This design comes from an exercise in tuning for small area and a short achievable clock period on the open sky130 flow, not from production work. Function was checked by simulation only, so behaviour that the tests miss may differ from the original. Power and IR drop assume default switching activity.

==> flow/design.v <==
module HA(input a, input b, output s, output co);
  assign s = a ^ b;
  assign co = a & b;
endmodule
module HAN(input a, input b, output s, output co);
  assign s = ~(a ^ b);
  OR2 o (a, b, co);
endmodule
module OR2(input a, input b, output y);
  assign y = a | b;
endmodule
module FA(input a, input b, input c, output s, output co);
  assign s = a ^ b ^ c;
  assign co = (a & b) | (a & c) | (b & c);
endmodule
module FA1(input a, input b, output s, output co);
  assign s = ~(a ^ b);
  OR2 o (a, b, co);
endmodule
module G_NAND2(input a, input b, output y);
  assign y = ~(a & b);
endmodule
module G_NOR2(input a, input b, output y);
  assign y = ~(a | b);
endmodule
module G_XOR2(input a, input b, output y);
  assign y = a ^ b;
endmodule
module G_XNOR2(input a, input b, output y);
  assign y = ~(a ^ b);
endmodule
module G_INV(input a, output y);
  assign y = ~a;
endmodule
module G_AOI21(input a1, input a2, input b1, output y);
  assign y = ~((a1 & a2) | b1);
endmodule
module G_OAI21(input a1, input a2, input b1, output y);
  assign y = ~((a1 | a2) & b1);
endmodule
module complex(clk, a0, a1, b0, b1, im, re);
  input clk;
  input [7:0] a0, a1, b0, b1;
  output reg [15:0] im, re;
  wire [15:0] re_d, im_d;
  wire rs1;
  wire rc2;
  wire rs3;
  wire rc4;
  wire rs5;
  wire rc6;
  wire rs7;
  wire rc8;
  wire rs9;
  wire rc10;
  wire rs11;
  wire rc12;
  wire rs13;
  wire rc14;
  wire rs15;
  wire rc16;
  wire rs17;
  wire rc18;
  wire rs19;
  wire rc20;
  wire rs21;
  wire rc22;
  wire rs23;
  wire rc24;
  wire rs25;
  wire rc26;
  wire rs27;
  wire rc28;
  wire rs29;
  wire rc30;
  wire rs31;
  wire rc32;
  wire rs33;
  wire rc34;
  wire rs35;
  wire rc36;
  wire rs37;
  wire rc38;
  wire rs39;
  wire rc40;
  wire rs41;
  wire rc42;
  wire rs43;
  wire rc44;
  wire rs45;
  wire rc46;
  wire rs47;
  wire rc48;
  wire rs49;
  wire rc50;
  wire rs51;
  wire rc52;
  wire rs53;
  wire rc54;
  wire rs55;
  wire rc56;
  wire rs57;
  wire rc58;
  wire rs59;
  wire rc60;
  wire rs61;
  wire rc62;
  wire rs63;
  wire rc64;
  wire rn65;
  wire rs66;
  wire rc67;
  wire rs68;
  wire rc69;
  wire rs70;
  wire rc71;
  wire rs72;
  wire rc73;
  wire rs74;
  wire rc75;
  wire rs76;
  wire rc77;
  wire rs78;
  wire rc79;
  wire rs80;
  wire rc81;
  wire rs82;
  wire rc83;
  wire rs84;
  wire rc85;
  wire rs86;
  wire rc87;
  wire rs88;
  wire rc89;
  wire rs90;
  wire rc91;
  wire rs92;
  wire rc93;
  wire rs94;
  wire rc95;
  wire rs96;
  wire rc97;
  wire rs98;
  wire rc99;
  wire rs100;
  wire rc101;
  wire rs102;
  wire rc103;
  wire rs104;
  wire rc105;
  wire rs106;
  wire rc107;
  wire rs108;
  wire rc109;
  wire rs110;
  wire rc111;
  wire rs112;
  wire rc113;
  wire rs114;
  wire rc115;
  wire rs116;
  wire rc117;
  wire rs118;
  wire rc119;
  wire rs120;
  wire rc121;
  wire rn122;
  wire rs123;
  wire rc124;
  wire rs125;
  wire rc126;
  wire rs127;
  wire rc128;
  wire rs129;
  wire rc130;
  wire rs131;
  wire rc132;
  wire rs133;
  wire rc134;
  wire rs135;
  wire rc136;
  wire rs137;
  wire rc138;
  wire rs139;
  wire rc140;
  wire rs141;
  wire rc142;
  wire rs143;
  wire rc144;
  wire rs145;
  wire rc146;
  wire rs147;
  wire rc148;
  wire rs149;
  wire rc150;
  wire rs151;
  wire rc152;
  wire rs153;
  wire rc154;
  wire rs155;
  wire rc156;
  wire rs157;
  wire rc158;
  wire rs159;
  wire rc160;
  wire rs161;
  wire rc162;
  wire rs163;
  wire rc164;
  wire rs165;
  wire rc166;
  wire rs167;
  wire rc168;
  wire rs169;
  wire rc170;
  wire rs171;
  wire rc172;
  wire rs173;
  wire rc174;
  wire rs175;
  wire rc176;
  wire rs177;
  wire rc178;
  wire rs179;
  wire rc180;
  wire rs181;
  wire rc182;
  wire rs183;
  wire rc184;
  wire rs185;
  wire rc186;
  wire rs187;
  wire rc188;
  wire rs189;
  wire rc190;
  wire rs191;
  wire rc192;
  wire rs193;
  wire rc194;
  wire rs195;
  wire rc196;
  wire rs197;
  wire rc198;
  wire rs199;
  wire rc200;
  wire rs201;
  wire rc202;
  wire rs203;
  wire rc204;
  wire rs205;
  wire rc206;
  wire rs207;
  wire rc208;
  wire rs209;
  wire rc210;
  wire rs211;
  wire rc212;
  wire rs213;
  wire rc214;
  wire rs215;
  wire rc216;
  wire rs217;
  wire rc218;
  wire rs219;
  wire rc220;
  wire rs221;
  wire rc222;
  wire rs223;
  wire rc224;
  wire rs225;
  wire rc226;
  wire rars227;
  wire rarc228;
  wire rars229;
  wire rarc230;
  wire rars231;
  wire rarc232;
  wire rars233;
  wire rarc234;
  wire rars235;
  wire rarc236;
  wire rars237;
  wire rarc238;
  wire rapw239;
  wire ragw240;
  wire ratw241;
  wire rapw242;
  wire ragw243;
  wire ratw244;
  wire rapw245;
  wire ragw246;
  wire ratw247;
  wire rapw248;
  wire ragw249;
  wire ratw250;
  wire rapw251;
  wire ragw252;
  wire ratw253;
  wire rapw254;
  wire ragw255;
  wire ratw256;
  wire rapw257;
  wire ragw258;
  wire ratw259;
  wire rapw260;
  wire ragw261;
  wire ratw262;
  wire rapw263;
  wire ragw264;
  wire ratw265;
  wire rapw266;
  wire raiw267;
  wire raxw268;
  wire raxw269;
  wire rayw270;
  wire raxw271;
  wire rayw272;
  wire raxw273;
  wire rayw274;
  wire raxw275;
  wire rayw276;
  wire raiw277;
  wire raxw278;
  wire raxw279;
  wire raiw280;
  wire raiw281;
  wire raxw282;
  wire rayw283;
  wire raxw284;
  wire rayw285;
  wire raxw286;
  wire raiw287;
  wire raxw288;
  wire raiw289;
  wire raxw290;
  wire raxw291;
  wire raiw292;
  wire raxw293;
  wire raxw294;
  wire rasw295;
  wire rasw296;
  wire rasw297;
  wire rasw298;
  wire rasw299;
  wire rasw300;
  wire rasw301;
  wire rasw302;
  wire rasw303;
  wire rasw304;
  wire is305;
  wire ic306;
  wire is307;
  wire ic308;
  wire is309;
  wire ic310;
  wire is311;
  wire ic312;
  wire is313;
  wire ic314;
  wire is315;
  wire ic316;
  wire is317;
  wire ic318;
  wire is319;
  wire ic320;
  wire is321;
  wire ic322;
  wire is323;
  wire ic324;
  wire is325;
  wire ic326;
  wire is327;
  wire ic328;
  wire is329;
  wire ic330;
  wire is331;
  wire ic332;
  wire is333;
  wire ic334;
  wire is335;
  wire ic336;
  wire is337;
  wire ic338;
  wire is339;
  wire ic340;
  wire is341;
  wire ic342;
  wire is343;
  wire ic344;
  wire is345;
  wire ic346;
  wire is347;
  wire ic348;
  wire is349;
  wire ic350;
  wire is351;
  wire ic352;
  wire is353;
  wire ic354;
  wire is355;
  wire ic356;
  wire is357;
  wire ic358;
  wire is359;
  wire ic360;
  wire is361;
  wire ic362;
  wire is363;
  wire ic364;
  wire is365;
  wire ic366;
  wire is367;
  wire ic368;
  wire is369;
  wire ic370;
  wire is371;
  wire ic372;
  wire is373;
  wire ic374;
  wire is375;
  wire ic376;
  wire is377;
  wire ic378;
  wire is379;
  wire ic380;
  wire is381;
  wire ic382;
  wire is383;
  wire ic384;
  wire is385;
  wire ic386;
  wire is387;
  wire ic388;
  wire is389;
  wire ic390;
  wire is391;
  wire ic392;
  wire is393;
  wire ic394;
  wire is395;
  wire ic396;
  wire is397;
  wire ic398;
  wire is399;
  wire ic400;
  wire is401;
  wire ic402;
  wire is403;
  wire ic404;
  wire is405;
  wire ic406;
  wire is407;
  wire ic408;
  wire is409;
  wire ic410;
  wire is411;
  wire ic412;
  wire is413;
  wire ic414;
  wire is415;
  wire ic416;
  wire is417;
  wire ic418;
  wire is419;
  wire ic420;
  wire is421;
  wire ic422;
  wire is423;
  wire ic424;
  wire is425;
  wire ic426;
  wire is427;
  wire ic428;
  wire is429;
  wire ic430;
  wire is431;
  wire ic432;
  wire is433;
  wire ic434;
  wire is435;
  wire ic436;
  wire is437;
  wire ic438;
  wire is439;
  wire ic440;
  wire is441;
  wire ic442;
  wire is443;
  wire ic444;
  wire is445;
  wire ic446;
  wire is447;
  wire ic448;
  wire is449;
  wire ic450;
  wire is451;
  wire ic452;
  wire is453;
  wire ic454;
  wire is455;
  wire ic456;
  wire is457;
  wire ic458;
  wire is459;
  wire ic460;
  wire is461;
  wire ic462;
  wire is463;
  wire ic464;
  wire is465;
  wire ic466;
  wire is467;
  wire ic468;
  wire is469;
  wire ic470;
  wire is471;
  wire ic472;
  wire is473;
  wire ic474;
  wire is475;
  wire ic476;
  wire is477;
  wire ic478;
  wire is479;
  wire ic480;
  wire is481;
  wire ic482;
  wire is483;
  wire ic484;
  wire is485;
  wire ic486;
  wire is487;
  wire ic488;
  wire is489;
  wire ic490;
  wire is491;
  wire ic492;
  wire is493;
  wire ic494;
  wire is495;
  wire ic496;
  wire is497;
  wire ic498;
  wire is499;
  wire ic500;
  wire is501;
  wire ic502;
  wire is503;
  wire ic504;
  wire is505;
  wire ic506;
  wire is507;
  wire ic508;
  wire is509;
  wire ic510;
  wire is511;
  wire ic512;
  wire is513;
  wire ic514;
  wire iasw515;
  wire iarw516;
  wire iars517;
  wire iarc518;
  wire iaow519;
  wire iars520;
  wire iarc521;
  wire iaow522;
  wire iars523;
  wire iarc524;
  wire iaow525;
  wire iars526;
  wire iarc527;
  wire iaow528;
  wire iars529;
  wire iarc530;
  wire iaow531;
  wire iapw532;
  wire iagw533;
  wire iatw534;
  wire iapw535;
  wire iagw536;
  wire iatw537;
  wire iapw538;
  wire iagw539;
  wire iatw540;
  wire iapw541;
  wire iagw542;
  wire iatw543;
  wire iapw544;
  wire iagw545;
  wire iatw546;
  wire iapw547;
  wire iagw548;
  wire iatw549;
  wire iapw550;
  wire iagw551;
  wire iatw552;
  wire iapw553;
  wire iagw554;
  wire iatw555;
  wire iapw556;
  wire iagw557;
  wire iatw558;
  wire iapw559;
  wire iaiw560;
  wire iaxw561;
  wire iaxw562;
  wire iayw563;
  wire iaxw564;
  wire iayw565;
  wire iaxw566;
  wire iayw567;
  wire iaxw568;
  wire iayw569;
  wire iaiw570;
  wire iaxw571;
  wire iaxw572;
  wire iaiw573;
  wire iaiw574;
  wire iaxw575;
  wire iayw576;
  wire iaxw577;
  wire iayw578;
  wire iaxw579;
  wire iaiw580;
  wire iaxw581;
  wire iaiw582;
  wire iaxw583;
  wire iaxw584;
  wire iaiw585;
  wire iaxw586;
  wire iaxw587;
  wire iasw588;
  wire iasw589;
  wire iasw590;
  wire iasw591;
  wire iasw592;
  wire iasw593;
  wire iasw594;
  wire iasw595;
  wire iasw596;
  wire iasw597;
  FA1 ru2 ((a0[0] & b0[6]), (a0[1] & b0[5]), rs1, rc2);
  FA1 ru4 ((a0[0] & b0[7]), (a0[1] & b0[6]), rs3, rc4);
  FA ru6 ((a0[2] & b0[5]), (a0[3] & b0[4]), (a0[4] & b0[3]), rs5, rc6);
  HA ru8 ((a0[5] & b0[2]), (a0[6] & b0[1]), rs7, rc8);
  FA1 ru10 ((a0[1] & b0[7]), (a0[2] & b0[6]), rs9, rc10);
  FA ru12 ((a0[3] & b0[5]), (a0[4] & b0[4]), (a0[5] & b0[3]), rs11, rc12);
  HA ru14 ((a0[6] & b0[2]), (a0[7] & b0[1]), rs13, rc14);
  FA ru16 ((a0[2] & b0[7]), (a0[3] & b0[6]), (a0[4] & b0[5]), rs15, rc16);
  FA1 ru18 ((a0[0] & b0[4]), (a0[1] & b0[3]), rs17, rc18);
  FA1 ru20 ((a0[0] & b0[5]), (a0[1] & b0[4]), rs19, rc20);
  FA ru22 ((a0[2] & b0[3]), (a0[3] & b0[2]), (a0[4] & b0[1]), rs21, rc22);
  HA ru24 ((a0[5] & b0[0]), ~(a1[0] & b1[5]), rs23, rc24);
  FA ru26 ((a0[2] & b0[4]), (a0[3] & b0[3]), (a0[4] & b0[2]), rs25, rc26);
  FA ru28 ((a0[5] & b0[1]), (a0[6] & b0[0]), ~(a1[0] & b1[6]), rs27, rc28);
  FA ru30 (~(a1[1] & b1[5]), ~(a1[2] & b1[4]), ~(a1[3] & b1[3]), rs29, rc30);
  HA ru32 (~(a1[4] & b1[2]), ~(a1[5] & b1[1]), rs31, rc32);
  FA ru34 ((a0[7] & b0[0]), ~(a1[0] & b1[7]), ~(a1[1] & b1[6]), rs33, rc34);
  FA ru36 (~(a1[2] & b1[5]), ~(a1[3] & b1[4]), ~(a1[4] & b1[3]), rs35, rc36);
  FA ru38 (~(a1[5] & b1[2]), ~(a1[6] & b1[1]), ~(a1[7] & b1[0]), rs37, rc38);
  FA ru40 (rc2, rs3, rs7, rs39, rc40);
  FA ru42 (~(a1[1] & b1[7]), ~(a1[2] & b1[6]), ~(a1[3] & b1[5]), rs41, rc42);
  FA ru44 (~(a1[4] & b1[4]), ~(a1[5] & b1[3]), ~(a1[6] & b1[2]), rs43, rc44);
  FA ru46 (~(a1[7] & b1[1]), rc4, rc8, rs45, rc46);
  FA ru48 (rs9, rs13, rc6, rs47, rc48);
  FA ru50 ((a0[5] & b0[4]), (a0[6] & b0[3]), (a0[7] & b0[2]), rs49, rc50);
  FA ru52 (~(a1[2] & b1[7]), ~(a1[3] & b1[6]), ~(a1[4] & b1[5]), rs51, rc52);
  FA ru54 (~(a1[5] & b1[4]), ~(a1[6] & b1[3]), ~(a1[7] & b1[2]), rs53, rc54);
  FA ru56 (rc10, rc14, rc12, rs55, rc56);
  FA ru58 ((a0[3] & b0[7]), (a0[4] & b0[6]), (a0[5] & b0[5]), rs57, rc58);
  FA ru60 ((a0[6] & b0[4]), (a0[7] & b0[3]), ~(a1[3] & b1[7]), rs59, rc60);
  FA ru62 (~(a1[4] & b1[6]), ~(a1[5] & b1[5]), ~(a1[6] & b1[4]), rs61, rc62);
  FA ru64 ((a0[4] & b0[7]), (a0[5] & b0[6]), (a0[6] & b0[5]), rs63, rc64);
  assign rn65 = ~(a0[0] & b0[2]);
  FA1 ru67 ((a0[0] & b0[3]), (a0[1] & b0[2]), rs66, rc67);
  FA ru69 ((a0[2] & b0[1]), (a0[3] & b0[0]), ~(a1[0] & b1[3]), rs68, rc69);
  FA ru71 ((a0[2] & b0[2]), (a0[3] & b0[1]), (a0[4] & b0[0]), rs70, rc71);
  FA ru73 (~(a1[0] & b1[4]), ~(a1[1] & b1[3]), ~(a1[2] & b1[2]), rs72, rc73);
  HA ru75 (~(a1[3] & b1[1]), ~(a1[4] & b1[0]), rs74, rc75);
  FA ru77 (~(a1[1] & b1[4]), ~(a1[2] & b1[3]), ~(a1[3] & b1[2]), rs76, rc77);
  FA ru79 (~(a1[4] & b1[1]), ~(a1[5] & b1[0]), rc18, rs78, rc79);
  FA ru81 (rs19, rs23, rc75, rs80, rc81);
  FA ru83 (~(a1[6] & b1[0]), rc20, rs1, rs82, rc83);
  FA ru85 (rc24, rs31, rc22, rs84, rc85);
  FA ru87 (rc77, rs25, rs27, rs86, rc87);
  FA ru89 (rc32, rc26, rc28, rs88, rc89);
  FA ru91 (rc30, rs5, rs33, rs90, rc91);
  FA ru93 (rs35, rs37, rc83, rs92, rc93);
  FA ru95 (rc34, rc36, rc38, rs94, rc95);
  FA ru97 (rs11, rs41, rs43, rs96, rc97);
  FA ru99 (rc40, rs45, rc89, rs98, rc99);
  FA ru101 (rc42, rc44, rs15, rs100, rc101);
  FA ru103 (rs49, rs51, rs53, rs102, rc103);
  FA ru105 (rc46, rc48, rc95, rs104, rc105);
  FA ru107 (~(a1[7] & b1[3]), rc16, rc50, rs106, rc107);
  FA ru109 (rc52, rc54, rs57, rs108, rc109);
  FA ru111 (rs59, rs61, rc56, rs110, rc111);
  FA ru113 ((a0[7] & b0[4]), ~(a1[4] & b1[7]), ~(a1[5] & b1[6]), rs112, rc113);
  FA ru115 (~(a1[6] & b1[5]), ~(a1[7] & b1[4]), rc58, rs114, rc115);
  FA ru117 (rc60, rc62, rs63, rs116, rc117);
  FA ru119 ((a0[5] & b0[7]), (a0[6] & b0[6]), (a0[7] & b0[5]), rs118, rc119);
  FA ru121 (~(a1[5] & b1[7]), ~(a1[6] & b1[6]), ~(a1[7] & b1[5]), rs120, rc121);
  assign rn122 = ~(a0[0] & b0[1]);
  FA ru124 ((a0[1] & b0[1]), (a0[2] & b0[0]), ~(a1[0] & b1[2]), rs123, rc124);
  HA ru126 (~(a1[1] & b1[1]), ~(a1[2] & b1[0]), rs125, rc126);
  FA ru128 (~(a1[1] & b1[2]), ~(a1[2] & b1[1]), ~(a1[3] & b1[0]), rs127, rc128);
  FA ru130 ((a0[0] & b0[2]), rs66, rc126, rs129, rc130);
  FA ru132 (rc67, rs17, rs74, rs131, rc132);
  FA ru134 (rc69, rc128, rs70, rs133, rc134);
  FA ru136 (rc71, rc73, rs21, rs135, rc136);
  FA ru138 (rs76, rs78, rc132, rs137, rc138);
  FA ru140 (rs29, rc79, rc81, rs139, rc140);
  FA ru142 (rs82, rs84, rc136, rs141, rc142);
  FA ru144 (rs39, rc85, rc87, rs143, rc144);
  FA ru146 (rs88, rs90, rc140, rs145, rc146);
  FA ru148 (rs47, rc91, rs94, rs147, rc148);
  FA ru150 (rs96, rc93, rs98, rs149, rc150);
  FA ru152 (rs55, rc97, rs100, rs151, rc152);
  FA ru154 (rs102, rc99, rs104, rs153, rc154);
  FA ru156 (rc101, rc103, rs106, rs155, rc156);
  FA ru158 (rs108, rc105, rs110, rs157, rc158);
  FA ru160 (rs112, rc107, rc109, rs159, rc160);
  FA ru162 (rs114, rs116, rc111, rs161, rc162);
  FA ru164 (rc64, rc113, rs118, rs163, rc164);
  FA ru166 (rs120, rc115, rc117, rs165, rc166);
  FA ru168 ((a0[6] & b0[7]), (a0[7] & b0[6]), ~(a1[6] & b1[7]), rs167, rc168);
  FA ru170 (~(a1[7] & b1[6]), rc119, rc121, rs169, rc170);
  HA ru172 ((a0[1] & b0[0]), ~(a1[0] & b1[1]), rs171, rc172);
  FA ru174 ((a0[0] & b0[1]), rn65, rs125, rs173, rc174);
  FA ru176 (rc124, rs68, rs127, rs175, rc176);
  FA ru178 (rs72, rc130, rs131, rs177, rc178);
  FA ru180 (rs80, rc134, rs135, rs179, rc180);
  FA ru182 (rs86, rc138, rs139, rs181, rc182);
  FA ru184 (rs92, rc142, rs143, rs183, rc184);
  FA ru186 (rc144, rs147, rc146, rs185, rc186);
  FA ru188 (rc148, rs151, rc150, rs187, rc188);
  FA ru190 (rc152, rs155, rc154, rs189, rc190);
  FA ru192 (rc156, rs159, rc158, rs191, rc192);
  FA ru194 (rs163, rc160, rs165, rs193, rc194);
  FA ru196 (rs167, rc164, rs169, rs195, rc196);
  FA ru198 ((a0[7] & b0[7]), ~(a1[7] & b1[7]), rc168, rs197, rc198);
  HA ru200 (~(a1[1] & b1[0]), rn122, rs199, rc200);
  FA ru202 (rc172, rc200, rs123, rs201, rc202);
  FA ru204 (rc174, rs129, rc202, rs203, rc204);
  FA ru206 (rc176, rs133, rs177, rs205, rc206);
  FA ru208 (rs137, rc178, rs179, rs207, rc208);
  FA ru210 (rs141, rc180, rs181, rs209, rc210);
  FA ru212 (rc182, rs145, rs183, rs211, rc212);
  FA ru214 (rs149, rc184, rs185, rs213, rc214);
  FA ru216 (rs153, rc186, rs187, rs215, rc216);
  FA ru218 (rs157, rc188, rs189, rs217, rc218);
  FA ru220 (rs161, rc190, rs191, rs219, rc220);
  FA ru222 (rc162, rs193, rc192, rs221, rc222);
  FA ru224 (rc166, rs195, rc194, rs223, rc224);
  FA ru226 (rc170, rs197, rc196, rs225, rc226);
  FA1 raru228 ((a0[0] & b0[0]), ~(a1[0] & b1[0]), rars227, rarc228);
  FA raru230 (rs171, rs199, rarc228, rars229, rarc230);
  FA raru232 (rs173, rs201, rarc230, rars231, rarc232);
  FA raru234 (rs175, rs203, rarc232, rars233, rarc234);
  FA raru236 (rc204, rs205, rarc234, rars235, rarc236);
  FA raru238 (rc206, rs207, rarc236, rars237, rarc238);
  G_XOR2 rapu239 (rc208, rs209, rapw239);
  G_NAND2 ragu240 (rc208, rs209, ragw240);
  G_NOR2 ratu241 (rc208, rs209, ratw241);
  G_XOR2 rapu242 (rc210, rs211, rapw242);
  G_NAND2 ragu243 (rc210, rs211, ragw243);
  G_NOR2 ratu244 (rc210, rs211, ratw244);
  G_XOR2 rapu245 (rc212, rs213, rapw245);
  G_NAND2 ragu246 (rc212, rs213, ragw246);
  G_NOR2 ratu247 (rc212, rs213, ratw247);
  G_XOR2 rapu248 (rc214, rs215, rapw248);
  G_NAND2 ragu249 (rc214, rs215, ragw249);
  G_NOR2 ratu250 (rc214, rs215, ratw250);
  G_XOR2 rapu251 (rc216, rs217, rapw251);
  G_NAND2 ragu252 (rc216, rs217, ragw252);
  G_NOR2 ratu253 (rc216, rs217, ratw253);
  G_XOR2 rapu254 (rc218, rs219, rapw254);
  G_NAND2 ragu255 (rc218, rs219, ragw255);
  G_NOR2 ratu256 (rc218, rs219, ratw256);
  G_XOR2 rapu257 (rc220, rs221, rapw257);
  G_NAND2 ragu258 (rc220, rs221, ragw258);
  G_NOR2 ratu259 (rc220, rs221, ratw259);
  G_XOR2 rapu260 (rc222, rs223, rapw260);
  G_NAND2 ragu261 (rc222, rs223, ragw261);
  G_NOR2 ratu262 (rc222, rs223, ratw262);
  G_XOR2 rapu263 (rc224, rs225, rapw263);
  G_NAND2 ragu264 (rc224, rs225, ragw264);
  G_NOR2 ratu265 (rc224, rs225, ratw265);
  G_XOR2 rapu266 (rc198, rc226, rapw266);
  G_INV raiu267 (rarc238, raiw267);
  G_OAI21 raxu268 (ratw241, raiw267, ragw240, raxw268);
  G_OAI21 raxu269 (ratw247, ragw243, ragw246, raxw269);
  G_NOR2 rayu270 (ratw247, ratw244, rayw270);
  G_OAI21 raxu271 (ratw253, ragw249, ragw252, raxw271);
  G_NOR2 rayu272 (ratw253, ratw250, rayw272);
  G_OAI21 raxu273 (ratw259, ragw255, ragw258, raxw273);
  G_NOR2 rayu274 (ratw259, ratw256, rayw274);
  G_OAI21 raxu275 (ratw265, ragw261, ragw264, raxw275);
  G_NOR2 rayu276 (ratw265, ratw262, rayw276);
  G_INV raiu277 (raxw268, raiw277);
  G_OAI21 raxu278 (ratw244, raiw277, ragw243, raxw278);
  G_AOI21 raxu279 (rayw270, raxw268, raxw269, raxw279);
  G_INV raiu280 (raxw271, raiw280);
  G_INV raiu281 (rayw272, raiw281);
  G_OAI21 raxu282 (ratw256, raiw280, ragw255, raxw282);
  G_NOR2 rayu283 (ratw256, raiw281, rayw283);
  G_AOI21 raxu284 (rayw274, raxw271, raxw273, raxw284);
  G_NAND2 rayu285 (rayw274, rayw272, rayw285);
  G_OAI21 raxu286 (ratw250, raxw279, ragw249, raxw286);
  G_INV raiu287 (raxw279, raiw287);
  G_AOI21 raxu288 (rayw272, raiw287, raxw271, raxw288);
  G_INV raiu289 (raxw279, raiw289);
  G_AOI21 raxu290 (rayw283, raiw289, raxw282, raxw290);
  G_OAI21 raxu291 (rayw285, raxw279, raxw284, raxw291);
  G_INV raiu292 (raxw291, raiw292);
  G_OAI21 raxu293 (ratw262, raiw292, ragw261, raxw293);
  G_AOI21 raxu294 (rayw276, raxw291, raxw275, raxw294);
  G_XOR2 rasu295 (rapw239, rarc238, rasw295);
  G_XOR2 rasu296 (rapw242, raxw268, rasw296);
  G_XOR2 rasu297 (rapw245, raxw278, rasw297);
  G_XNOR2 rasu298 (rapw248, raxw279, rasw298);
  G_XOR2 rasu299 (rapw251, raxw286, rasw299);
  G_XNOR2 rasu300 (rapw254, raxw288, rasw300);
  G_XNOR2 rasu301 (rapw257, raxw290, rasw301);
  G_XOR2 rasu302 (rapw260, raxw291, rasw302);
  G_XOR2 rasu303 (rapw263, raxw293, rasw303);
  G_XNOR2 rasu304 (rapw266, raxw294, rasw304);
  HAN iu306 (~(a0[0] & b1[6]), ~(a0[1] & b1[5]), is305, ic306);
  FA iu308 (~(a0[0] & b1[7]), ~(a0[1] & b1[6]), ~(a0[2] & b1[5]), is307, ic308);
  FA iu310 (~(a0[3] & b1[4]), ~(a0[4] & b1[3]), ~(a0[5] & b1[2]), is309, ic310);
  FA iu312 (~(a0[1] & b1[7]), ~(a0[2] & b1[6]), ~(a0[3] & b1[5]), is311, ic312);
  HAN iu314 (~(a0[4] & b1[4]), ~(a0[5] & b1[3]), is313, ic314);
  HAN iu316 (~(a0[2] & b1[7]), ~(a0[3] & b1[6]), is315, ic316);
  HAN iu318 (~(a0[0] & b1[4]), ~(a0[1] & b1[3]), is317, ic318);
  FA iu320 (~(a0[0] & b1[5]), ~(a0[1] & b1[4]), ~(a0[2] & b1[3]), is319, ic320);
  FA iu322 (~(a0[3] & b1[2]), ~(a0[4] & b1[1]), ~(a0[5] & b1[0]), is321, ic322);
  FA iu324 (~(a0[2] & b1[4]), ~(a0[3] & b1[3]), ~(a0[4] & b1[2]), is323, ic324);
  FA iu326 (~(a0[5] & b1[1]), ~(a0[6] & b1[0]), ~(a1[0] & b0[6]), is325, ic326);
  FA iu328 (~(a1[1] & b0[5]), ~(a1[2] & b0[4]), ~(a1[3] & b0[3]), is327, ic328);
  FA iu330 (~(a0[6] & b1[1]), ~(a0[7] & b1[0]), ~(a1[0] & b0[7]), is329, ic330);
  FA iu332 (~(a1[1] & b0[6]), ~(a1[2] & b0[5]), ~(a1[3] & b0[4]), is331, ic332);
  FA iu334 (~(a1[4] & b0[3]), ~(a1[5] & b0[2]), ~(a1[6] & b0[1]), is333, ic334);
  HAN iu336 (~(a1[7] & b0[0]), ic306, is335, ic336);
  FA iu338 (~(a0[6] & b1[2]), ~(a0[7] & b1[1]), ~(a1[1] & b0[7]), is337, ic338);
  FA iu340 (~(a1[2] & b0[6]), ~(a1[3] & b0[5]), ~(a1[4] & b0[4]), is339, ic340);
  FA iu342 (~(a1[5] & b0[3]), ~(a1[6] & b0[2]), ~(a1[7] & b0[1]), is341, ic342);
  FA iu344 (is313, ic308, ic310, is343, ic344);
  FA iu346 (~(a0[4] & b1[5]), ~(a0[5] & b1[4]), ~(a0[6] & b1[3]), is345, ic346);
  FA iu348 (~(a0[7] & b1[2]), ~(a1[2] & b0[7]), ~(a1[3] & b0[6]), is347, ic348);
  FA iu350 (~(a1[4] & b0[5]), ~(a1[5] & b0[4]), ~(a1[6] & b0[3]), is349, ic350);
  FA iu352 (~(a1[7] & b0[2]), ic314, is315, is351, ic352);
  FA iu354 (~(a0[3] & b1[7]), ~(a0[4] & b1[6]), ~(a0[5] & b1[5]), is353, ic354);
  FA iu356 (~(a0[6] & b1[4]), ~(a0[7] & b1[3]), ~(a1[3] & b0[7]), is355, ic356);
  FA iu358 (~(a1[4] & b0[6]), ~(a1[5] & b0[5]), ~(a1[6] & b0[4]), is357, ic358);
  FA iu360 (~(a0[4] & b1[7]), ~(a0[5] & b1[6]), ~(a0[6] & b1[5]), is359, ic360);
  FA iu362 (~(a0[0] & b1[3]), ~(a0[1] & b1[2]), ~(a0[2] & b1[1]), is361, ic362);
  FA iu364 (~(a0[2] & b1[2]), ~(a0[3] & b1[1]), ~(a0[4] & b1[0]), is363, ic364);
  FA iu366 (~(a1[0] & b0[4]), ~(a1[1] & b0[3]), ~(a1[2] & b0[2]), is365, ic366);
  FA iu368 (~(a1[0] & b0[5]), ~(a1[1] & b0[4]), ~(a1[2] & b0[3]), is367, ic368);
  FA iu370 (~(a1[3] & b0[2]), ~(a1[4] & b0[1]), ~(a1[5] & b0[0]), is369, ic370);
  HAN iu372 (ic318, ic364, is371, ic372);
  FA iu374 (~(a1[4] & b0[2]), ~(a1[5] & b0[1]), ~(a1[6] & b0[0]), is373, ic374);
  FA iu376 (is305, ic320, ic322, is375, ic376);
  FA iu378 (ic368, ic370, is323, is377, ic378);
  FA iu380 (ic324, ic326, ic328, is379, ic380);
  FA iu382 (ic374, is307, is309, is381, ic382);
  FA iu384 (is329, is331, is333, is383, ic384);
  FA iu386 (ic330, ic332, ic334, is385, ic386);
  FA iu388 (is311, is337, is339, is387, ic388);
  FA iu390 (is341, ic336, ic380, is389, ic390);
  FA iu392 (ic312, ic338, ic340, is391, ic392);
  FA iu394 (ic342, is345, is347, is393, ic394);
  FA iu396 (is349, is351, ic344, is395, ic396);
  FA iu398 (~(a1[7] & b0[3]), ic316, ic346, is397, ic398);
  FA iu400 (ic348, ic350, is353, is399, ic400);
  FA iu402 (is355, is357, ic352, is401, ic402);
  FA iu404 (~(a0[7] & b1[4]), ~(a1[4] & b0[7]), ~(a1[5] & b0[6]), is403, ic404);
  FA iu406 (~(a1[6] & b0[5]), ~(a1[7] & b0[4]), ic354, is405, ic406);
  FA iu408 (ic356, ic358, is359, is407, ic408);
  FA iu410 (~(a0[5] & b1[7]), ~(a0[6] & b1[6]), ~(a0[7] & b1[5]), is409, ic410);
  FA iu412 (~(a1[5] & b0[7]), ~(a1[6] & b0[6]), ~(a1[7] & b0[5]), is411, ic412);
  FA iu414 (~(a0[0] & b1[2]), ~(a0[1] & b1[1]), ~(a0[2] & b1[0]), is413, ic414);
  FA iu416 (~(a0[3] & b1[0]), ~(a1[0] & b0[3]), ~(a1[1] & b0[2]), is415, ic416);
  HAN iu418 (~(a1[2] & b0[1]), ~(a1[3] & b0[0]), is417, ic418);
  FA iu420 (~(a1[3] & b0[1]), ~(a1[4] & b0[0]), is317, is419, ic420);
  FA iu422 (ic418, ic362, ic416, is421, ic422);
  FA iu424 (ic366, is319, is321, is423, ic424);
  FA iu426 (is367, is369, is371, is425, ic426);
  FA iu428 (is325, is327, is373, is427, ic428);
  FA iu430 (ic372, is375, ic424, is429, ic430);
  FA iu432 (is335, ic376, ic378, is431, ic432);
  FA iu434 (is379, ic428, is381, is433, ic434);
  FA iu436 (is343, ic382, ic384, is435, ic436);
  FA iu438 (is385, is387, is389, is437, ic438);
  FA iu440 (ic386, ic388, is391, is439, ic440);
  FA iu442 (is393, ic390, is395, is441, ic442);
  FA iu444 (ic392, ic394, is397, is443, ic444);
  FA iu446 (is399, is401, ic396, is445, ic446);
  FA iu448 (is403, ic398, ic400, is447, ic448);
  FA iu450 (is405, is407, ic402, is449, ic450);
  FA iu452 (ic360, ic404, is409, is451, ic452);
  FA iu454 (is411, ic406, ic408, is453, ic454);
  FA iu456 (~(a0[6] & b1[7]), ~(a0[7] & b1[6]), ~(a1[6] & b0[7]), is455, ic456);
  FA iu458 (~(a1[7] & b0[6]), ic410, ic412, is457, ic458);
  HAN iu460 (~(a0[0] & b1[1]), ~(a0[1] & b1[0]), is459, ic460);
  FA iu462 (~(a1[0] & b0[2]), ~(a1[1] & b0[1]), ~(a1[2] & b0[0]), is461, ic462);
  FA iu464 (is417, ic414, ic462, is463, ic464);
  FA iu466 (is363, is365, is419, is465, ic466);
  FA iu468 (ic420, ic422, is423, is467, ic468);
  FA iu470 (is377, is427, ic426, is469, ic470);
  FA iu472 (is383, ic430, is431, is471, ic472);
  FA iu474 (ic432, ic434, is435, is473, ic474);
  FA iu476 (ic436, is439, ic438, is475, ic476);
  FA iu478 (ic440, is443, ic442, is477, ic478);
  FA iu480 (ic444, is447, is449, is479, ic480);
  FA iu482 (is451, ic448, is453, is481, ic482);
  FA iu484 (is455, ic452, is457, is483, ic484);
  FA iu486 (~(a0[7] & b1[7]), ~(a1[7] & b0[7]), ic456, is485, ic486);
  HAN iu488 (~(a1[0] & b0[1]), ~(a1[1] & b0[0]), is487, ic488);
  FA iu490 (ic460, ic488, is413, is489, ic490);
  FA iu492 (is361, is415, is463, is491, ic492);
  FA iu494 (ic464, is421, is465, is493, ic494);
  FA iu496 (is425, ic466, is467, is495, ic496);
  FA iu498 (is429, ic468, is469, is497, ic498);
  FA iu500 (is433, ic470, is471, is499, ic500);
  FA iu502 (is437, ic472, is473, is501, ic502);
  FA iu504 (is441, ic474, is475, is503, ic504);
  FA iu506 (is445, ic476, is477, is505, ic506);
  FA iu508 (ic446, is479, ic478, is507, ic508);
  FA iu510 (ic450, is481, ic480, is509, ic510);
  FA iu512 (ic454, is483, ic482, is511, ic512);
  FA iu514 (ic458, is485, ic484, is513, ic514);
  G_XOR2 iasu515 (~(a0[0] & b1[0]), ~(a1[0] & b0[0]), iasw515);
  OR2 iaru516 (~(a0[0] & b1[0]), ~(a1[0] & b0[0]), iarw516);
  FA iaru518 (is459, is487, iarw516, iars517, iarc518);
  G_INV iaou519 (iars517, iaow519);
  FA iaru521 (is461, is489, iarc518, iars520, iarc521);
  G_INV iaou522 (iars520, iaow522);
  FA iaru524 (ic490, is491, iarc521, iars523, iarc524);
  G_INV iaou525 (iars523, iaow525);
  FA iaru527 (ic492, is493, iarc524, iars526, iarc527);
  G_INV iaou528 (iars526, iaow528);
  FA iaru530 (ic494, is495, iarc527, iars529, iarc530);
  G_INV iaou531 (iars529, iaow531);
  G_XOR2 iapu532 (ic496, is497, iapw532);
  G_NAND2 iagu533 (ic496, is497, iagw533);
  G_NOR2 iatu534 (ic496, is497, iatw534);
  G_XOR2 iapu535 (ic498, is499, iapw535);
  G_NAND2 iagu536 (ic498, is499, iagw536);
  G_NOR2 iatu537 (ic498, is499, iatw537);
  G_XOR2 iapu538 (ic500, is501, iapw538);
  G_NAND2 iagu539 (ic500, is501, iagw539);
  G_NOR2 iatu540 (ic500, is501, iatw540);
  G_XOR2 iapu541 (ic502, is503, iapw541);
  G_NAND2 iagu542 (ic502, is503, iagw542);
  G_NOR2 iatu543 (ic502, is503, iatw543);
  G_XOR2 iapu544 (ic504, is505, iapw544);
  G_NAND2 iagu545 (ic504, is505, iagw545);
  G_NOR2 iatu546 (ic504, is505, iatw546);
  G_XOR2 iapu547 (ic506, is507, iapw547);
  G_NAND2 iagu548 (ic506, is507, iagw548);
  G_NOR2 iatu549 (ic506, is507, iatw549);
  G_XOR2 iapu550 (ic508, is509, iapw550);
  G_NAND2 iagu551 (ic508, is509, iagw551);
  G_NOR2 iatu552 (ic508, is509, iatw552);
  G_XOR2 iapu553 (ic510, is511, iapw553);
  G_NAND2 iagu554 (ic510, is511, iagw554);
  G_NOR2 iatu555 (ic510, is511, iatw555);
  G_XOR2 iapu556 (ic512, is513, iapw556);
  G_NAND2 iagu557 (ic512, is513, iagw557);
  G_NOR2 iatu558 (ic512, is513, iatw558);
  G_XOR2 iapu559 (ic486, ic514, iapw559);
  G_INV iaiu560 (iarc530, iaiw560);
  G_AOI21 iaxu561 (iagw533, iaiw560, iatw534, iaxw561);
  G_AOI21 iaxu562 (iagw539, iatw537, iatw540, iaxw562);
  G_NAND2 iayu563 (iagw539, iagw536, iayw563);
  G_AOI21 iaxu564 (iagw545, iatw543, iatw546, iaxw564);
  G_NAND2 iayu565 (iagw545, iagw542, iayw565);
  G_AOI21 iaxu566 (iagw551, iatw549, iatw552, iaxw566);
  G_NAND2 iayu567 (iagw551, iagw548, iayw567);
  G_AOI21 iaxu568 (iagw557, iatw555, iatw558, iaxw568);
  G_NAND2 iayu569 (iagw557, iagw554, iayw569);
  G_INV iaiu570 (iaxw561, iaiw570);
  G_AOI21 iaxu571 (iagw536, iaiw570, iatw537, iaxw571);
  G_OAI21 iaxu572 (iayw563, iaxw561, iaxw562, iaxw572);
  G_INV iaiu573 (iaxw564, iaiw573);
  G_INV iaiu574 (iayw565, iaiw574);
  G_AOI21 iaxu575 (iagw548, iaiw573, iatw549, iaxw575);
  G_NAND2 iayu576 (iagw548, iaiw574, iayw576);
  G_OAI21 iaxu577 (iayw567, iaxw564, iaxw566, iaxw577);
  G_NOR2 iayu578 (iayw567, iayw565, iayw578);
  G_AOI21 iaxu579 (iagw542, iaxw572, iatw543, iaxw579);
  G_INV iaiu580 (iaxw572, iaiw580);
  G_OAI21 iaxu581 (iayw565, iaiw580, iaxw564, iaxw581);
  G_INV iaiu582 (iaxw572, iaiw582);
  G_OAI21 iaxu583 (iayw576, iaiw582, iaxw575, iaxw583);
  G_AOI21 iaxu584 (iayw578, iaxw572, iaxw577, iaxw584);
  G_INV iaiu585 (iaxw584, iaiw585);
  G_AOI21 iaxu586 (iagw554, iaiw585, iatw555, iaxw586);
  G_OAI21 iaxu587 (iayw569, iaxw584, iaxw568, iaxw587);
  G_XNOR2 iasu588 (iapw532, iarc530, iasw588);
  G_XNOR2 iasu589 (iapw535, iaxw561, iasw589);
  G_XNOR2 iasu590 (iapw538, iaxw571, iasw590);
  G_XOR2 iasu591 (iapw541, iaxw572, iasw591);
  G_XNOR2 iasu592 (iapw544, iaxw579, iasw592);
  G_XOR2 iasu593 (iapw547, iaxw581, iasw593);
  G_XOR2 iasu594 (iapw550, iaxw583, iasw594);
  G_XNOR2 iasu595 (iapw553, iaxw584, iasw595);
  G_XNOR2 iasu596 (iapw556, iaxw586, iasw596);
  G_XOR2 iasu597 (iapw559, iaxw587, iasw597);
  assign re_d[0] = rars227;
  assign re_d[1] = rars229;
  assign re_d[2] = rars231;
  assign re_d[3] = rars233;
  assign re_d[4] = rars235;
  assign re_d[5] = rars237;
  assign re_d[6] = rasw295;
  assign re_d[7] = rasw296;
  assign re_d[8] = rasw297;
  assign re_d[9] = rasw298;
  assign re_d[10] = rasw299;
  assign re_d[11] = rasw300;
  assign re_d[12] = rasw301;
  assign re_d[13] = rasw302;
  assign re_d[14] = rasw303;
  assign re_d[15] = rasw304;
  assign im_d[0] = iasw515;
  assign im_d[1] = iaow519;
  assign im_d[2] = iaow522;
  assign im_d[3] = iaow525;
  assign im_d[4] = iaow528;
  assign im_d[5] = iaow531;
  assign im_d[6] = iasw588;
  assign im_d[7] = iasw589;
  assign im_d[8] = iasw590;
  assign im_d[9] = iasw591;
  assign im_d[10] = iasw592;
  assign im_d[11] = iasw593;
  assign im_d[12] = iasw594;
  assign im_d[13] = iasw595;
  assign im_d[14] = iasw596;
  assign im_d[15] = iasw597;
  always @(posedge clk) begin
    re <= re_d;
    im <= im_d;
  end
endmodule
==> flow/flow/run.sh <==
#!/bin/bash
set -o pipefail
export BUFFER_PORTS_ARGS="-buffer_cell sky130_fd_sc_hd__buf_1"
export CTS_ARGS="-sink_clustering_enable -sink_clustering_size 32 -sink_clustering_max_diameter 200 -buf_list sky130_fd_sc_hd__clkbuf_8 -dont_use_dummy_load -repair_clock_nets"
cp standard.sh standard_sh.txt 2>/dev/null
bash standard.sh > standard.log 2>&1
==> flow/standard.sh <==
#!/bin/bash
# synth_recipe.tcl (not shown) runs the flow's synth.tcl, then flattens the netlist and writes it again
# the make line also repeats each setting of config.mk as NAME=value (left out here)
make -C /OpenROAD-flow-scripts/flow DESIGN_CONFIG=/design/flow/config.mk WORK_HOME=/design/flow/orfs CLKGATE_MAP_FILE= SYNTH_SCRIPT=/design/flow/synth_recipe.tcl "${@:-finish}"
==> flow/config.mk <==
export PLATFORM = sky130hd
export DESIGN_NAME = complex
export DESIGN_NICKNAME = complex
export VERILOG_FILES = /design/flow/design.v
export SDC_FILE = /design/flow/constraint.sdc
export NUM_CORES = 4
export LEC_CHECK = 0
export CAP_MARGIN = 20
export CORE_MARGIN = 2
export CORE_UTILIZATION = 40
export PLACE_DENSITY = 0.6
export SETUP_SLACK_MARGIN = 4.4
export SLEW_MARGIN = 20
export SYNTH_HIERARCHICAL = 1
export TNS_END_PERCENT = 0
==> flow/constraint.sdc <==
create_clock -name core_clock -period 10.0 [get_ports {clk}]
set_input_delay 2.0000 -clock core_clock [delete_from_list [all_inputs] [get_ports {clk}]]
set_output_delay 2.0000 -clock core_clock [all_outputs]
set_load 0.01 [all_outputs]
==> results of run 1 <==
==> cell usage after synthesis <==
| master | number | area share, % |
|---|---|---|
| nor2_1 | 24 | 1.2 |
| inv_1 | 19 | 0.97 |
| ha_1 | 8 | 1.4 |
| dfxtp_1 | 32 | 8.7 |
| fa_1 | 204 | 55 |
| xnor2_1 | 26 | 3.1 |
| clkbuf_2 | 16 | 1.1 |
| nand2_1 | 218 | 11 |
| o21ai_1 | 15 | 1.0 |
| a21oi_2 | 15 | 1.8 |
| buf_4 | 20 | 2.0 |
| buf_6 | 12 | 1.8 |
| or2_1 | 17 | 1.4 |
| and2_1 | 64 | 5.4 |
| xor2_1 | 31 | 3.7 |
==> per-module statistics from Yosys, one instance, submodules excluded <==
| module | cell area, sq um | times used | cells inside | flip-flops and latches |
|---|---|---|---|---|
| OR2 | 6.26 | 17 | 1 | 0 |
| G_AOI21 | 8.76 | 15 | 1 | 0 |
| complex | 2130 | 1 | 338 | 32 |
| G_NAND2 | 3.75 | 24 | 1 | 0 |
| G_XNOR2 | 8.76 | 10 | 1 | 0 |
| G_NOR2 | 3.75 | 24 | 1 | 0 |
| G_XOR2 | 8.76 | 31 | 1 | 0 |
| G_OAI21 | 5.00 | 15 | 1 | 0 |
| HA | 12.5 | 8 | 1 | 0 |
| FA | 20.0 | 204 | 1 | 0 |
| HAN | 8.76 | 9 | 1 | 0 |
| FA1 | 8.76 | 7 | 1 | 0 |
| G_INV | 3.75 | 19 | 1 | 0 |
==> tightest hold or removal path, delay by kind of cell <==
| family | cells | cell delay, ps |
|---|---|---|
| buffers and inverters | 1 | 130 |
| and+or+nand+nor | 1 | 90 |
| xor gates and xnor gates | 1 | 70 |
==> what timing repair did <==
item | in CTS | in global routing
pin swaps | 8 | 17
resized for setup | 84 | 69
setup endpoints to repair | 16 | 12
hold buffers | 0 | 0
setup buffers | 6 | 5
==> layer usage <==
metal / routed length, um / GRT usage [%] / part of all wire [%] / vias up
met3: 1020 / 3.13 / 6.6 / 11
met1: 6590 / 24.1 / 42 / 2557
met4: 189 / 4.05 / 1.2 / 0
li1: - / - / - / 2205
met2: 7760 / 28.4 / 50 / 169
met5: 0 / 0 / 0 / -
==> power by group <==
group | leakage (nW) | internal [mW] | switching (mW) | total [mW]
clock | 0.0359 | 0.0449 | 0.0528 | 0.0977
sequential | 0.270 | 0.241 | 0.0148 | 0.256
combinational | 2.72 | 1.19 | 1.28 | 2.47
==> cell usage in the layout (no fill, tap or decap), types with 10 or more instances in the layout <==
cell type,count
xor2_1,31
nor2_1,21
or2_1,17
fa_1,177
buf_4,16
and2_1,60
xnor2_1,26
fa_2,27
buf_1,32
inv_1,19
nand2_1,215
a21oi_2,15
o21ai_1,10
buf_8,11
dfxtp_1,32
==> cell families after synthesis <==
| logic type | share of synthesized area (%) |
|---|---|
| AND/OR/NAND/NOR | 19.2 |
| adder cells (fa/ha/maj) | 56.7 |
| buffers and inverters | 5.92 |
| XOR/XNOR | 6.76 |
| flip-flops | 8.68 |
| AO/OA/AOI/OAI | 2.80 |
==> registers in the layout (all words and copies together) (netlist names) <==
| name | cells |
|---|---|
| im | 16 |
| re | 16 |
==> metrics by stage <==
stage	worst slack (ps)	power (mW)	hold slack, ps
2_1_floorplan	4240	2.13	2230
3_3_place_gp	3470	2.43	2390
3_5_place_dp	3400	2.47	2390
4_1_cts	4380	2.73	2050
5_1_grt	4310	3.19	2040
6_report	4450	2.82	2020
==> path summary, 6_finish.rpt <==
kind / slack, ps / start / cells past startpoint / to
setup / recovery: 4450 / b0[0] / 15 / re[14]
hold / removal: 2020 / a1[0] / 3 / re[0]
==> final cells by class <==
cell class	instances	area (sq um)
fillers	1747	9900
multi-input cells	622	6430
flip-flops and latches	32	641
repair buffers	75	631
well taps	229	287
inverters	19	71.3
clock buffers	5	68.8
==> out/metrics.yaml, run 1 <==
min_path_type: "primary input to flip-flop"
syn_area_per_cell_sq_um: 10.2
critPathMaxStageDelay_ps: 570
grt_pass1_wl_um: 26800
crit_top_cell: "fa_2"
drt-initial-drc-count: 230
crit_required_ps: 10240
end_kind: "flip-flop"
worstMarginPinSlew_ps: 270
grt_util_all_layers_pct: 17.3
gp_congestion: 0.818
grt_max_degree: 19
max_freq_mhz: 180
critPathMaxFanout: 16
maxSlewViolCount: 0
antenna_left: 0
dieWidth_um: 140
relSlewSlack_pct: 81.8
fin_cells: 982
core-area_sq_um: 18000
arrival_ps: 5790
finalSetupTns_ps: 0
crit_family: "adder cells"
placedInstanceArea_sq_um: 7590
rsz0062_at_grt: "yes"
fin_crit_sh_pct: 55.5
worst-path-buf-inv: 2
ys_seq_area_share_pct: 8.68
grt_pass1_vias: 5340
wl_um: 15600
die_y_um: 140
synth_cell_types: 15
cts_buffers: 5
synth_cells: 721
clk_path_buf_depth: 2
place_inst: 966
ir_drop_mv: 0.226
placementRows: 49
setup_viol_count_final: 0
dieArea_sq_um: 19600
cp-start-kind: "primary input"
areaGrowthSynthToFinish_pct: 10.1
drive_gt1_share_pct: 13.9
post-route-min-period_ps: 5550
firstDrtPassIters: 4
overflow: 0
cts_tree: "built"
vias: 4942
clkSinkCount: 32
ys_seq_elements: 32
syn_area_sq_um: 7380
viasPerCell: 5.03
h-tree-depth: 2
routedWlPerCell_um: 15.9
cp_cell_sequence: "buf_4 > and2_1 > fa_2 > fa_2 > fa_2 > fa_2 > fa_1 > fa_2 > nor2_2 > nor2_2 > nand2_1 > o21ai_4 > inv_1 > o21ai_2 > xor2_1"
clk_root_buffer_cell: "clkbuf_8"
antenna_found_initial: 0
final_net_count: 1000
dp.final_hpwl_um: 11900
outcome: "finished clean"
port_buffers: 64
power_density_nw_per_um2: 347
clkTransAtPathRegs_ps: 80
finalHoldViolCount: 0
p_leak_nw: 3.03
worstSetupPathType: "primary input to flip-flop"
start_util_pct: 41.0
io_pins: 65
drc: 0
yosysWarnings: 7
stdcell_area_sq_um: 8130
cap_violations: 0
insertedDiodeCount: 0
cp_slowest_cell: "fa_2"
syn_nets: 966
fin_util_pct: 45.1
==> run 2, diff against run 1 <==
--- a/flow/config.mk
+++ b/flow/config.mk
@@ -14,2 +14,2 @@
 export SYNTH_HIERARCHICAL = 1
-export TNS_END_PERCENT = 0
+export TNS_END_PERCENT = 0.0
==> out/metrics.yaml, run 2 <==
core-area_sq_um: 18000  # unchanged
insertedDiodeCount: 0  # unchanged
overflow: 0  # unchanged
synthTopCellsByCount: "218 x nand2_1, 204 x fa_1, 64 x and2_1, 32 x dfxtp_1, 31 x xor2_1"  # unchanged
finalHoldViolCount: 0  # unchanged
clkSinkCount: 32  # unchanged
grt_util_all_layers_pct: 17.3  # unchanged
grt_pass1_wl_um: 26800  # unchanged
drc: 0  # unchanged
power_density_nw_per_um2: 347  # unchanged
synthTopCellsByArea: "fa_1 55%, nand2_1 11%, dfxtp_1 8.7%, and2_1 5.4%, xor2_1 3.7%"  # unchanged
syn_nets: 966  # unchanged
cts_buffers: 5  # unchanged
crit_top_cell: "fa_2"  # unchanged
clkTransAtPathRegs_ps: 80  # about the same
drt-initial-drc-count: 230  # unchanged
dieWidth_um: 140  # unchanged
min_from: "a1[0]"  # unchanged
fillers: 1747  # unchanged
yosysWarnings: 7  # unchanged
synth_cell_types: 15  # unchanged
grt_pass1_vias: 5340  # unchanged
syn_area_per_cell_sq_um: 10.2  # unchanged
syn_area_sq_um: 7380  # unchanged
die_y_um: 140  # unchanged
h-tree-depth: 2  # unchanged
ys_seq_elements: 32  # unchanged
relSlewSlack_pct: 81.8  # unchanged
min_path_type: "primary input to flip-flop"  # unchanged
critPathMaxFanout: 16  # unchanged
dp.final_hpwl_um: 11900  # unchanged
viasPerCell: 5.03  # unchanged
ctsHoldBuffers: 0  # unchanged
total_power_mw: 2.82  # unchanged
firstDrtPassIters: 4  # unchanged
arrival_ps: 5790  # about the same
synth_area_leader_cell: "fa_1"  # unchanged
top_regs: "im x16, re x16"  # unchanged
final_net_count: 1000  # unchanged
wl_um: 15600  # unchanged
cap_violations: 0  # unchanged
p_leak_nw: 3.03  # unchanged
rsz0062_at_grt: "yes"  # unchanged
critPathMaxStageDelay_ps: 570  # about the same
fin_crit_sh_pct: 55.5  # unchanged
outcome: "finished clean"  # unchanged
grt_max_degree: 19  # unchanged
cp_cell_sequence: "buf_4 > and2_1 > fa_2 > fa_2 > fa_2 > fa_2 > fa_1 > fa_2 > nor2_2 > nor2_2 > nand2_1 > o21ai_4 > inv_1 > o21ai_2 > xor2_1"  # unchanged
end_kind: "flip-flop"  # unchanged
cts_tree: "built"  # unchanged
worstSetupPathType: "primary input to flip-flop"  # unchanged
vias: 4942  # unchanged
final_cell_mix: "215 x nand2_1, 177 x fa_1, 60 x and2_1"  # unchanged
routedWlPerCell_um: 15.9  # unchanged
post-route-min-period_ps: 5550  # unchanged
layout_commonest_cell: "nand2_1"  # unchanged
ir_drop_mv: 0.226  # unchanged
synthArstFlopShare_pct: 0  # unchanged
dieArea_sq_um: 19600  # unchanged
cp_slowest_cell: "fa_2"  # unchanged
port_buffers: 64  # unchanged
synthFlopType: "dfxtp_1"  # unchanged
ys_seq_area_share_pct: 8.68  # unchanged
critPathLaunch: "b0[0]"  # unchanged
start_util_pct: 41.0  # unchanged
antenna_found_initial: 0  # unchanged
synth_cells: 721  # unchanged
synth_edf_count: 0  # unchanged
crit_required_ps: 10240  # about the same
areaGrowthSynthToFinish_pct: 10.1  # unchanged
placementRows: 49  # unchanged
drive_gt1_share_pct: 13.9  # unchanged
io_pins: 65  # unchanged
max_freq_mhz: 180  # unchanged
worstMarginPinSlew_ps: 270  # unchanged
clk_root_buffer_cell: "clkbuf_8"  # unchanged
maxSlewViolCount: 0  # unchanged
synth_most_common_cell: "nand2_1"  # unchanged
cp-start-kind: "primary input"  # unchanged
clk_path_buf_depth: 2  # unchanged
yosys.area.top_type_share_pct: 55.3  # unchanged
gp_congestion: 0.818  # unchanged
finalSetupTns_ps: 0  # unchanged
antenna_left: 0  # unchanged
setup_viol_count_final: 0  # unchanged
==> run 2: cell counts in the layout (fill, tap and decap cells not counted) <==
No cell type changed its count.
==> run 2: final cells by class <==
class	instances	area (sq um)	share of cell area (%)
Clock buffer	5	68.8	0.847
Inverter	19	71.3	0.877
Multi-Input combinational cell	622	6430	79.1
Sequential cell	32	641	7.88
Tap cell	229	287	3.52
Timing Repair Buffer	75	631	7.76
==> run 2: logic make-up (layout without fill, tap and decap cells) <==
logic type,Yosys count,in the layout,share of synthesized area [%]
fa+ha+maj,212,212,56.7
compound gates,30,30,2.80
buf+inv,67,99,5.92
flops,32,32,8.68
simple gates,323,323,19.2
xor+xnor,57,57,6.76
==> run 2: Yosys stat by module (local to each module, per instance) <==
module | flops+latches | area, sq um | copies in the design | cells
FA | 0 | 20.0 | 204 | 1
FA1 | 0 | 8.76 | 7 | 1
G_AOI21 | 0 | 8.76 | 15 | 1
G_INV | 0 | 3.75 | 19 | 1
G_NAND2 | 0 | 3.75 | 24 | 1
G_NOR2 | 0 | 3.75 | 24 | 1
G_OAI21 | 0 | 5.00 | 15 | 1
G_XNOR2 | 0 | 8.76 | 10 | 1
G_XOR2 | 0 | 8.76 | 31 | 1
HA | 0 | 12.5 | 8 | 1
HAN | 0 | 8.76 | 9 | 1
OR2 | 0 | 6.26 | 17 | 1
complex | 32 | 2130 | 1 | 338
==> run 2: worst paths after layout <==
check,to,cells past startpoint
hold / removal,re[0],3
setup / recovery,re[14],15
==> run 2: power by group <==
group / internal, mW / leakage (nW) / switching [mW] / total (mW)
sequential: 0.241 / 0.270 / 0.0148 / 0.256
clock: 0.0449 / 0.0359 / 0.0528 / 0.0977
combinational: 1.19 / 2.72 / 1.28 / 2.47
total: 1.48 / 3.03 / 1.35 / 2.82
==> run 2: through the flow <==
stage                     instances  hold slack (ps)  setup WS [ps]  utilization (%)  instance area [sq um]
after floorplan                 721             2230           4240                -                   7600
after global placement          966             2390           3470             42.1                   7590
after detailed placement        966             2390           3400             42.1                   7590
after CTS                       977             2050           4380             43.6                   7850
after global routing            982             2040           4310             45.1                   8130
final                           982             2020           4450             45.1                   8130
==> run 2: timing repair <==
action,CTS,global route
gates resized for setup,84,69
pin swaps,8,17
buffers inserted,6,5
endpoints found under the setup margin,16,12
cloned,0,0
==> run 2: critical path: cells and delay by family <==
kind | cells | cell delay [ps]
xor gates and xnor gates | 1 | 130
buffers and inverters | 2 | 250
and+or+nand+nor | 4 | 490
AOI/OAI and AO/OA | 2 | 320
adders and majority gates | 6 | 2590
==> run 2: per-layer routing <==
layer / global-route usage (%) / share of wire (%) / vias to the layer above
met5: 0 / 0 / -
met4: 4.05 / 1.2 / 0
met3: 3.13 / 6.6 / 11
met2: 28.4 / 50 / 169
met1: 24.1 / 42 / 2557
li1: - / - / 2205
==> run 3, diff against run 2 <==
--- a/flow/config.mk
+++ b/flow/config.mk
@@ -11,3 +11,3 @@
 export PLACE_DENSITY = 0.6
-export SETUP_SLACK_MARGIN = 4.4
+export SETUP_SLACK_MARGIN = 4.2
 export SLEW_MARGIN = 20
==> out/metrics.yaml, run 3 <==
grt_pass1_wl_um: 26600  # was 26800 um
grt_pass1_vias: 5291  # was 5340
clk_root_buffer_cell: "clkbuf_8"  # unchanged
yosys.area.top_type_share_pct: 55.3  # unchanged
ir_drop_mv: 0.234  # was 0.226 mV
synthFlopType: "dfxtp_1"  # unchanged
end_kind: "flip-flop"  # unchanged
p_int_mw: 1.35  # was 1.48 mW
insertedDiodeCount: 0  # unchanged
seqPwrFrac_pct: 9.6  # was 9.1%
crit_required_ps: 10190  # was 10240 ps
routedWlPerCell_um: 15.6  # was 15.9 um
arrival_ps: 5880  # was 5790 ps
vias: 4922  # was 4942
critPathMaxFanout: 17  # was 16
outcome: "finished clean"  # unchanged
yosysWarnings: 7  # unchanged
synthTopCellsByArea: "fa_1 55%, nand2_1 11%, dfxtp_1 8.7%, and2_1 5.4%, xor2_1 3.7%"  # unchanged
gp_congestion: 0.819  # was 0.818
drive_gt1_share_pct: 11.6  # was 13.9%
overflow: 0  # unchanged
grt_max_degree: 19  # unchanged
stdcell_area_sq_um: 7930  # was 8130 sq um
synth_area_leader_cell: "fa_1"  # unchanged
min_path_type: "primary input to flip-flop"  # unchanged
finalHoldViolCount: 0  # unchanged
antenna_found_initial: 0  # unchanged
synth_edf_count: 0  # unchanged
synth_cell_types: 15  # unchanged
relSlewSlack_pct: 83.1  # was 81.8%
h-tree-depth: 2  # unchanged
p_leak_nw: 2.97  # was 3.03 nW
synthTopCellsByCount: "218 x nand2_1, 204 x fa_1, 64 x and2_1, 32 x dfxtp_1, 31 x xor2_1"  # unchanged
cp-start-kind: "primary input"  # unchanged
ys_seq_area_share_pct: 8.68  # unchanged
grt_util_all_layers_pct: 17.1  # was 17.3%
placedInstanceArea_sq_um: 7590  # about the same
worstSetupPathType: "primary input to flip-flop"  # unchanged
dieWidth_um: 140  # unchanged
io_pins: 65  # unchanged
combPwrFrac_pct: 86.9  # was 87.5%
dieArea_sq_um: 19600  # unchanged
clk_path_buf_depth: 2  # unchanged
firstDrtPassIters: 4  # unchanged
cts_tree: "built"  # unchanged
syn_area_sq_um: 7380  # unchanged
cts_buffers: 5  # unchanged
fin_cells: 981  # was 982
synthArstFlopShare_pct: 0  # unchanged
die_y_um: 140  # unchanged
layout_commonest_cell: "nand2_1"  # unchanged
ys_seq_elements: 32  # unchanged
top_regs: "im x16, re x16"  # unchanged
synth_cells: 721  # unchanged
final_net_count: 999  # was 1000
final_cell_mix: "218 x nand2_1, 188 x fa_1, 61 x and2_1"  # was 215 x nand2_1, 177 x fa_1, 60 x and2_1
dp.final_hpwl_um: 11800  # was 11900 um
syn_nets: 966  # unchanged
post-route-min-period_ps: 5690  # was 5550 ps
core-area_sq_um: 18000  # unchanged
p_sw_share_pct: 49.1  # was 47.7%
syn_area_per_cell_sq_um: 10.2  # unchanged
drt-initial-drc-count: 230  # unchanged
viasPerCell: 5.02  # was 5.03
antenna_left: 0  # unchanged
power_density_nw_per_um2: 336  # was 347 nW/um^2
clkTransAtPathRegs_ps: 70  # was 80 ps
start_util_pct: 41.0  # unchanged
max_freq_mhz: 176  # was 180 MHz
setup_viol_count_final: 0  # unchanged
port_buffers: 64  # unchanged
power_frac_clock_pct: 3.6  # was 3.5%
worstMarginPinSlew_ps: 252  # was 270 ps
synth_most_common_cell: "nand2_1"  # unchanged
areaGrowthSynthToFinish_pct: 7.46  # was 10.1%
wl_um: 15300  # was 15600 um
cap_violations: 0  # unchanged
placementRows: 49  # unchanged
clkSinkCount: 32  # unchanged
maxSlewViolCount: 0  # unchanged
place_inst: 969  # was 966
rsz0062_at_grt: "yes"  # unchanged
switchingPower_mw: 1.31  # was 1.35 mW
drc: 0  # unchanged
fin_util_pct: 44.0  # was 45.1%
fin_crit_sh_pct: 56.9  # was 55.5%
finalSetupTns_ps: 0  # unchanged
[run 3: cell type report]
class / count / area (sq um)
fillers: 1793 / 10100
multi-input cells: 622 / 6390
flip-flops and latches: 32 / 641
repair buffers: 74 / 477
well taps: 229 / 287
inverters: 19 / 71.3
clock buffers: 5 / 68.8
[run 3: per-stage QoR]
step | hold slack (ps) | setup slack [ps] | power, mW
after floorplan | 2230 | 4180 | 2.12
after global placement | 2390 | 3450 | 2.43
after detailed placement | 2390 | 3410 | 2.47
after CTS | 2070 | 4190 | 2.61
after global routing | 2030 | 4160 | 3.01
final | 2030 | 4310 | 2.66
[run 3: power by group through the flow]
stage	combinational, mW	clock (mW)	sequential (mW)
2_1_floorplan	1.83	0	0.293
3_3_place_gp	2.17	0	0.260
3_5_place_dp	2.21	0	0.260
4_1_cts	2.25	0.103	0.257
5_1_grt	2.64	0.106	0.261
6_report	2.31	0.0949	0.255
[run 3: worst paths after layout]
check | startpoint | endpoint | slack (ps) | depth (start not counted)
worst max-delay path | b0[2] | re[15] | 4310 | 15
worst min-delay path | a0[0] | im[0] | 2030 | 3
[run 3: cell families (layout without fill, tap and decap cells)]
logic type	count (synthesis)	in the layout	synth area share [%]
and+or+nand+nor	323	323	19.2
adders and majority gates	212	212	56.7
buffers and inverters	67	98	5.92
xor gates and xnor gates	57	57	6.76
DFF	32	32	8.68
AOI/OAI and AO/OA	30	30	2.80
[run 3: timing repair]
item,4_1_cts,5_1_grt
hold buffers,0,0
setup endpoints to repair,14,9
pin swaps,2,10
resized for setup,47,73
setup buffers,1,6
endpoints found under the hold margin,0,0
[run 3: critical path: stages]
cell and delay [ps]:
buf_4 180, and2_1 190, fa_2 340, fa_2 370
fa_1 500, fa_2 360, fa_1 480, fa_1 600
nor2_1 90, nor2_2 170, nand2_1 90, o21ai_2 200
buf_4 140, a21oi_2 50, xnor2_1 110
[run 3: modules after synthesis (local to each module, per instance), a selection]
module / cell area [sq um] / times used / cells / flip-flops and latches
G_OAI21: 5.00 / 15 / 1 / 0
G_AOI21: 8.76 / 15 / 1 / 0
OR2: 6.26 / 17 / 1 / 0
G_INV: 3.75 / 19 / 1 / 0
FA1: 8.76 / 7 / 1 / 0
G_XNOR2: 8.76 / 10 / 1 / 0
G_NOR2: 3.75 / 24 / 1 / 0
G_XOR2: 8.76 / 31 / 1 / 0
G_NAND2: 3.75 / 24 / 1 / 0
HAN: 8.76 / 9 / 1 / 0
complex: 2130 / 1 / 338 / 32
[run 3: metal layers]
metal	wire [um]	GRT usage, %	part of all wire [%]	vias up
met4	138	3.32	0.90	0
li1	-	-	-	2204
met3	881	2.17	5.8	5
met2	7590	28.3	50	140
met1	6690	24.4	44	2573
met5	0	0	0	-

==> port drivers added, routing unchanged <==
In the flow no input, the clock included, has a driving cell. The finished layouts below were timed again as built, in two steps. Step 1, drivers: a clkbuf_16 drives clk and a buf_2 each remaining input, both assumed. Step 2 adds t to the input delays and takes it off the output delays; t is the mean of the earliest and latest rising clock arrival at the registers after step 1. Input paths then give back, and output paths get back, about the clock's delay inside the block. a / b / c = no drivers / after step 1 / after step 2; a / b = the first two.
run | shift t [ns] | slack for setup (ns) | worst hold slack (ns) | worst register clock-pin slew, ns
run 1 | 0.339 | 4.450 / 4.451 / 4.113 | 2.017 / 2.027 / 2.366 | 0.08 / 0.08
run 2 | 0.339 | 4.450 / 4.451 / 4.113 | 2.017 / 2.027 / 2.366 | 0.08 / 0.08
run 3 | 0.336 | 4.313 / 4.319 / 3.983 | 2.032 / 2.028 / 2.364 | 0.07 / 0.07
After both steps every run listed still meets setup and hold.
